Source: an optimization exercise on an open RTL-to-GDS flow (aim: small area, a short achievable clock period and few clock cycles per item). Production flows keep margins and buffers that such runs may drop.
The RTL was checked by simulation tests, not by an equivalence proof against the original design.
Power figures rest on the tool's default switching activity, not on a simulated workload.

==> lagoon <==
// toplv_matmul
module toplv_matmul(input st, rst, clk, input [7:0] data_in,
                    output done, output [7:0] dataout);
  reg [5:0] T;         
  reg       armed;     
  always @(posedge clk or posedge rst) begin
    if (rst) begin
      T <= 6'd0;
      armed <= 1'b0;
    end else if (T != 6'd0) begin
      T <= (T == 6'd47) ? 6'd0 : T + 6'd1;
    end else if (armed) begin
      if (!st) begin
        T <= 6'd1;
        armed <= 1'b0;
      end
    end else if (st) begin
      armed <= 1'b1;
    end
  end
  reg [7:0] ra [0:8];
  reg [7:0] rb [0:8];
  wire lda = (T < 6'd11);
  wire ldb = (T < 6'd20);
  integer q;
  always @(posedge clk) begin
    ra[0] <= lda ? data_in : ra[8];
    rb[0] <= ldb ? data_in : rb[8];
    for (q = 1; q < 9; q = q + 1) begin
      ra[q] <= ra[q-1];
      rb[q] <= rb[q-1];
    end
  end
  reg       k0;
  reg [1:0] sa;      
  reg [2:0] sb;      
  integer i, j, k;
  always @(*) begin
    k0 = 1'b0; sa = 2'd0; sb = 3'd0;
    for (i = 0; i < 4; i = i + 1)
      for (j = 0; j < 3; j = j + 1)
        for (k = 0; k < 3; k = k + 1)
          if (T == 16 + 9*i + 3*j + k) begin
            k0 = (k == 0);
            sa = ((4 + 6*i + 3*j) % 9) / 3;
            sb = ((4 + 2*j + 9 - 2*k) % 9) / 2;
          end
  end
  reg  [7:0]  opa, opb;
  reg         first;
  reg  [17:0] acc_s;
  reg  [18:0] acc_c;
  reg  [17:0] outr;
  reg         done_r;
  wire [17:0] ns;
  wire [18:0] nc;
  mac u_mac(.a(opa), .b(opb), .clr(first), .acc_s(acc_s), .acc_c(acc_c),
            .ns(ns), .nc(nc));
  always @(posedge clk) begin
    opa <= (sa == 2'd0) ? ra[1] : (sa == 2'd1) ? ra[4] : ra[7];
    opb <= (sb == 3'd0) ? rb[0] : (sb == 3'd1) ? rb[2] :
           (sb == 3'd2) ? rb[4] : (sb == 3'd3) ? rb[6] : rb[8];
    first <= k0;
    acc_s <= ns;
    acc_c <= nc;
    outr <= first ? (acc_s + ({18'd0, acc_c[6]} << 6) + ({18'd0, acc_c[12]} << 12)) : {8'd0, outr[17:8]};
    done_r <= (T == 6'd19);
  end
  assign done = done_r;
  assign dataout = outr[7:0];
endmodule
Settings: LEC_CHECK=0, CAP_MARGIN=20, CORE_MARGIN=2, CORE_UTILIZATION=40, SLEW_MARGIN=20; clock period 10.0 ns.
run.sh (not shown) runs the stock make flow with config.mk's settings and CLKGATE_MAP_FILE= SYNTH_SCRIPT=/design/flow/synth_recipe.tcl, a recipe that flattens the netlist after the stock synthesis.
==> inputs of indigo, as changes to lagoon <==
--- a/flow/config.mk
+++ b/flow/config.mk
@@ -8,4 +8,5 @@
 export CAP_MARGIN = 20
 export CORE_MARGIN = 2
 export CORE_UTILIZATION = 40
+export CTS_BUF_LIST = sky130_fd_sc_hd__clkbuf_4
 export SLEW_MARGIN = 20
==> comparison table <==
	lagoon	indigo
Status	timing/DRC/antenna clean	timing/DRC/antenna clean
GR met1 Demand/Resource	21.3%	21.0%
Vias after detailed routing	4,995	5,174
Total net switching power	0.000870 W	0.000857 W
Multi-input gate share of total cell area	40.3%	41.0%
Startpoint of the most critical register-to-register path	opa[2]	opb[7]
Fill cell count	1,982	2,013
Switching Fraction	31.8%	33.6%
End point of the worst hold path	ra[3][5]	ra[6][6]
Met3 Routed Length	586 um	650 um
Share of total power in sequential cells	36.0%	38.6%
Clock network area share	8.03%	6.38%
Met2 wire length	6740 um	6930 um
Clock share of power	31.3%	26.1%
Sequential share of cell area	42.8%	43.5%
Global-route wire length before repair	26,200 um	26,800 um
Clock group total power	0.000855 W	0.000665 W
Final critical-path setup slack	6000 ps	5980 ps
Total length of routed wires	15,400 um	15,800 um
CP required	10,440 ps	10,560 ps
Fin crit share	40.0%	40.2%
Transition at the pin with the smallest max-transition slack	998 ps	988 ps
Buffer cell driving the clock tree root	sky130_fd_sc_hd__clkbuf_16	sky130_fd_sc_hd__clkbuf_4
Layout cells sized above 1	10.6%	13.8%
Min Hold Slack	319 ps	298 ps
DRT met1 WL	7740 um	7800 um
Testbench counts of lagoon, summed over its fixed seeds: cycles 4,704, items 96.
Testbench counts of indigo, summed over its fixed seeds: cycles 4,704, items 96.

-- separate check: timing with driven ports --
The results above use ideal ports. As a check the final layouts listed here were re-extracted and re-timed, cells and wires unchanged.
Step 1: set_driving_cell puts a clkbuf_16 on clk and a buf_2 on each other input, an assumption about the parent block.
Step 2, shift: input delay + t, output delay - t, t = (earliest + latest rising clock arrival at the registers) / 2. This alone moves slack from input paths to output paths.
Slacks: ideal / step 1 / step 2; pairs: ideal / step 1.
run	t, ns	slack for setup (ns)	worst slew at a driven data input, ns
lagoon	0.550	5.998 / 5.998 / 5.998	0.03
indigo	0.688	5.980 / 5.980 / 5.980	0.03
After both steps setup and hold are still met in every run listed.
